Background: an optimization exercise with open tools, aiming at small area. Do not read the settings as production practice.
Only simulation tests tie the RTL to the original design; equivalence was not proved.
Power and IR drop assume default switching activity.

==> flow/design.v <==
module dm_aoi222(input a1, a2, b1, b2, c1, c2, output y);
	assign y = ~((a1 & a2) | (b1 & b2) | (c1 & c2));
endmodule
module dm_aoi22(input a1, a2, b1, b2, output y);
	assign y = ~((a1 & a2) | (b1 & b2));
endmodule
module dm_nand4(input a, b, c, d, output y);
	assign y = ~(a & b & c & d);
endmodule
module dm_nand3(input a, b, c, output y);
	assign y = ~(a & b & c);
endmodule
module dm_nand2(input a, b, output y);
	assign y = ~(a & b);
endmodule
module dm_nor3(input a, b, c, output y);
	assign y = ~(a | b | c);
endmodule
module dm_oai22(input a1, a2, b1, b2, output y);
	assign y = ~((a1 | a2) & (b1 | b2));
endmodule
module dm_a211o(input a1, a2, b, c, output y);
	assign y = (a1 & a2) | b | c;
endmodule
module dm_nor2(input a, b, output y);
	assign y = ~(a | b);
endmodule
module dm_ctrl(
	input [6:0] addr,
	input enable, readwrite, reset,
	output [15:0] rn2,    
	output [15:0] wn2,    
	output [31:0] n3,     
	output [3:0] rsn,     
	output hold,          
	output [3:0] rw       
);
	wire [1:0] k = addr[1:0];
	wire [1:0] rl = addr[3:2];
	wire [2:0] rh = addr[6:4];
	wire rd_ok = enable & ~readwrite & ~reset;
	wire wr = enable & readwrite;
	assign hold = ~rd_ok;
	genvar c, i;
	generate
		for (c = 0; c < 4; c = c + 1) begin : col
			wire inc = (k > c);
			wire cy = inc & (rl == 2'd3);
			for (i = 0; i < 4; i = i + 1) begin : p2
				wire p = inc ? (rl == ((i + 3) % 4)) : (rl == i);
				assign rn2[4*c + i] = ~p;
				assign wn2[4*c + i] = ~((p & wr) | reset);
			end
			for (i = 0; i < 8; i = i + 1) begin : p3
				wire p = cy ? (rh == ((i + 7) % 8)) : (rh == i);
				assign n3[8*c + i] = ~(p | reset);
			end
			assign rsn[c] = ~(rd_ok & (k == c));
			assign rw[c] = ~reset & (k == c);
		end
	endgenerate
endmodule
module dMemBase(addr, clk, enable, dataIn, readwrite, reset, dataOut);
input [31:0] addr;
input clk, enable, readwrite, reset;
input [31:0] dataIn;
output reg [31:0] dataOut;
wire [15:0] rn2, wn2;
wire [31:0] n3;
wire [3:0] rsn, rw;
wire hold;
dm_ctrl u_ctrl(.addr(addr[6:0]), .enable(enable), .readwrite(readwrite), .reset(reset),
	.rn2(rn2), .wn2(wn2), .n3(n3), .rsn(rsn), .hold(hold), .rw(rw));
wire [1023:0] storage;
wire [127:0] sel, we;
wire [31:0] wd;
wire [31:0] ncolb;
wire [31:0] dnext;
genvar r, c, b, t;
generate
	for (r = 0; r < 32; r = r + 1) begin : rsel
		for (c = 0; c < 4; c = c + 1) begin : cs
			dm_nor2 u_s(.a(rn2[4*c + (r % 4)]), .b(n3[8*c + (r / 4)]), .y(sel[4*r + c]));
			dm_nor2 u_w(.a(wn2[4*c + (r % 4)]), .b(n3[8*c + (r / 4)]), .y(we[4*r + c]));
		end
	end
	for (c = 0; c < 4; c = c + 1) begin : wdc
		for (b = 0; b < 8; b = b + 1) begin : wdb
			wire x, z;
			dm_aoi222 u_a(.a1(rw[(c+4)%4]), .a2(dataIn[b]), .b1(rw[(c+3)%4]), .b2(dataIn[8+b]),
				.c1(rw[(c+2)%4]), .c2(dataIn[16+b]), .y(x));
			dm_nand2 u_n(.a(rw[(c+1)%4]), .b(dataIn[24+b]), .y(z));
			dm_nand2 u_o(.a(x), .b(z), .y(wd[8*c+b]));
		end
	end
	for (r = 0; r < 128; r = r + 1) begin : loc
		reg [7:0] q;
		always @(posedge clk) begin
			if (we[r]) q <= wd[8*(r % 4) +: 8];
		end
		assign storage[8*r +: 8] = q;
	end
	for (c = 0; c < 4; c = c + 1) begin : rdc
		for (b = 0; b < 8; b = b + 1) begin : rdb
			wire [10:0] x;
			wire [2:0] y;
			for (t = 0; t < 10; t = t + 1) begin : g3
				dm_aoi222 u_a(
					.a1(sel[4*(3*t+0)+c]), .a2(storage[8*(4*(3*t+0)+c)+b]),
					.b1(sel[4*(3*t+1)+c]), .b2(storage[8*(4*(3*t+1)+c)+b]),
					.c1(sel[4*(3*t+2)+c]), .c2(storage[8*(4*(3*t+2)+c)+b]), .y(x[t]));
			end
			dm_aoi22 u_l(.a1(sel[4*30+c]), .a2(storage[8*(4*30+c)+b]),
				.b1(sel[4*31+c]), .b2(storage[8*(4*31+c)+b]), .y(x[10]));
			dm_nand4 u_y0(.a(x[0]), .b(x[1]), .c(x[2]), .d(x[3]), .y(y[0]));
			dm_nand4 u_y1(.a(x[4]), .b(x[5]), .c(x[6]), .d(x[7]), .y(y[1]));
			dm_nand3 u_y2(.a(x[8]), .b(x[9]), .c(x[10]), .y(y[2]));
			dm_nor3 u_c(.a(y[0]), .b(y[1]), .c(y[2]), .y(ncolb[8*c+b]));
		end
	end
	for (t = 0; t < 4; t = t + 1) begin : lane
		for (b = 0; b < 8; b = b + 1) begin : lb
			wire x, z;
			dm_oai22 u_a(.a1(rsn[(4-t)%4]), .a2(ncolb[b]), .b1(rsn[(5-t)%4]), .b2(ncolb[8+b]), .y(x));
			dm_oai22 u_b(.a1(rsn[(6-t)%4]), .a2(ncolb[16+b]), .b1(rsn[(7-t)%4]), .b2(ncolb[24+b]), .y(z));
			dm_a211o u_o(.a1(hold), .a2(dataOut[8*t+b]), .b(x), .c(z), .y(dnext[8*t+b]));
		end
	end
endgenerate
always @(posedge clk) dataOut <= dnext;
endmodule
Settings: LEC_CHECK=0, ABC_AREA=1, CAP_MARGIN=10, CORE_MARGIN=2, CORE_UTILIZATION=50, PLACE_DENSITY=0.95, SLEW_MARGIN=10, SYNTH_HIERARCHICAL=1; clock period 10.0 ns.
standard.sh (not shown) runs the stock make flow with config.mk's settings and CLKGATE_MAP_FILE= SYNTH_SCRIPT=/design/flow/synth_recipe.tcl, a recipe that flattens the netlist after the stock synthesis.
==> flow/flow/run.sh <==
#!/bin/bash
# Own layout flow: the standard flow (standard.sh), with
#  - synthesis mapped by abc with an area-oriented script (flow/area.abc),
#  - port buffers of the smallest buffer cell,
#  - CTS with small clock buffers, larger sink clusters and no dummy loads.
# Each tool's output goes to the ORFS logs under orfs/logs/; make's to standard.log.
set -euo pipefail
W=$(pwd)
export OWN_WORK=$W
export OWN_ABC_SCRIPT=$W/flow/area.abc
source $W/flow/knobs.sh
bash standard.sh SYNTH_SCRIPT=$W/flow/synth.tcl \
  "CTS_ARGS=$CTS" "BUFFER_PORTS_ARGS=$BPA" finish > $W/standard.log 2>&1
==> flow/flow/area.abc <==
strash
dch
amap
topo
stime -c
==> flow/flow/knobs.sh <==
CTS="-sink_clustering_enable -repair_clock_nets -dont_use_dummy_load -buf_list {sky130_fd_sc_hd__clkbuf_4 sky130_fd_sc_hd__clkbuf_8} -sink_clustering_size 18 -sink_clustering_max_diameter 70"
BPA="-buffer_cell sky130_fd_sc_hd__buf_1"
==> flow/flow/synth.tcl <==
# The standard synthesis (synth_recipe.tcl), with the abc mapping step
# run with an area-oriented script (amap) in place of ORFS's.
proc abc {args} {
  set i [lsearch -exact $args -script]
  if { $i >= 0 } { lset args [expr { $i + 1 }] $::env(OWN_ABC_SCRIPT) }
  yosys abc {*}$args
}
source $::env(OWN_WORK)/synth_recipe.tcl
Next try:
- PLACE_DENSITY: 0.95 -> 0.75
Flip-flop and latch count is unchanged; routed wire length falls by a few percent; design area barely changes; total power falls slightly; worst setup slack gains 370 ps; cell count rises slightly; clock power barely changes; synthesized cell count stays the same; worst hold slack loses 12 ps; die area is unchanged.
Next try:
- GPL_TIMING_DRIVEN: not set -> 0
- PLACE_DENSITY: 0.75 -> 0.85
The changed run ran to the end with no violations; global-route usage went up by 0.20 points; clock-buffer cell count is unchanged; core utilization went down by 0.17 points; cell count went down by 0.96%; total power hardly moves; die area stays the same; synthesized area does not change; design area went down by 0.32%; worst setup slack degrades by 480 ps; sequential share of layout area went up by 0.24 points.
Next try:
- GPL_TIMING_DRIVEN: 0 -> not set
Routed wire length falls slightly. Worst hold slack improved by 5.7 ps. Fmax hardly moves. Power barely changes.
Next try:
- CORE_UTILIZATION: 50 -> 55
- PLACE_DENSITY: 0.85 -> not set
Result:
- The changed run finished with timing, DRC and antenna clean
- final cell count fell by 2.2%
- sequential cell count is unchanged
- count of clock-buffer cells in the layout fell by 2

[separate check: timing with driven ports]
The results above use ideal ports. As a check the final layouts listed here were re-extracted and re-timed, cells and wires unchanged.
Step 1 sets driving cells, clkbuf_16 on the clock port and buf_2 on the other inputs (assumed; they add their load-dependent delay and slew).
Step 2 moves the port delays by t, midway between the first and last clock arrival at a register: inputs arrive t later, outputs are due t later. That takes back most of the time a late clock gives input paths.
a / b / c = ideal ports / drivers / drivers and shift; a / b = the first two.
| run | shift t [ns] | setup WS [ns] | latest minus earliest clock arrival (ns) | pins driven straight from the clock port |
|---|---|---|---|---|
| the first run | 0.729 | 1.750 / 1.669 / 0.940 | 0.056 / 0.056 | 1 |
| the second run | 0.717 | 2.121 / 2.155 / 1.439 | 0.132 / 0.131 | 1 |
| the third run | 0.738 | 1.645 / 1.683 / 0.945 | 0.082 / 0.083 | 1 |
| the fourth run | 0.733 | 1.637 / 1.617 / 0.884 | 0.075 / 0.076 | 1 |
| the fifth run | 0.723 | 2.774 / 2.763 / 2.040 | 0.044 / 0.044 | 1 |
After both steps setup and hold are still met in every run listed. For the first run, which loses most, drivers alone change the setup slack by -0.081 ns; drivers and shift together by -0.810 ns.
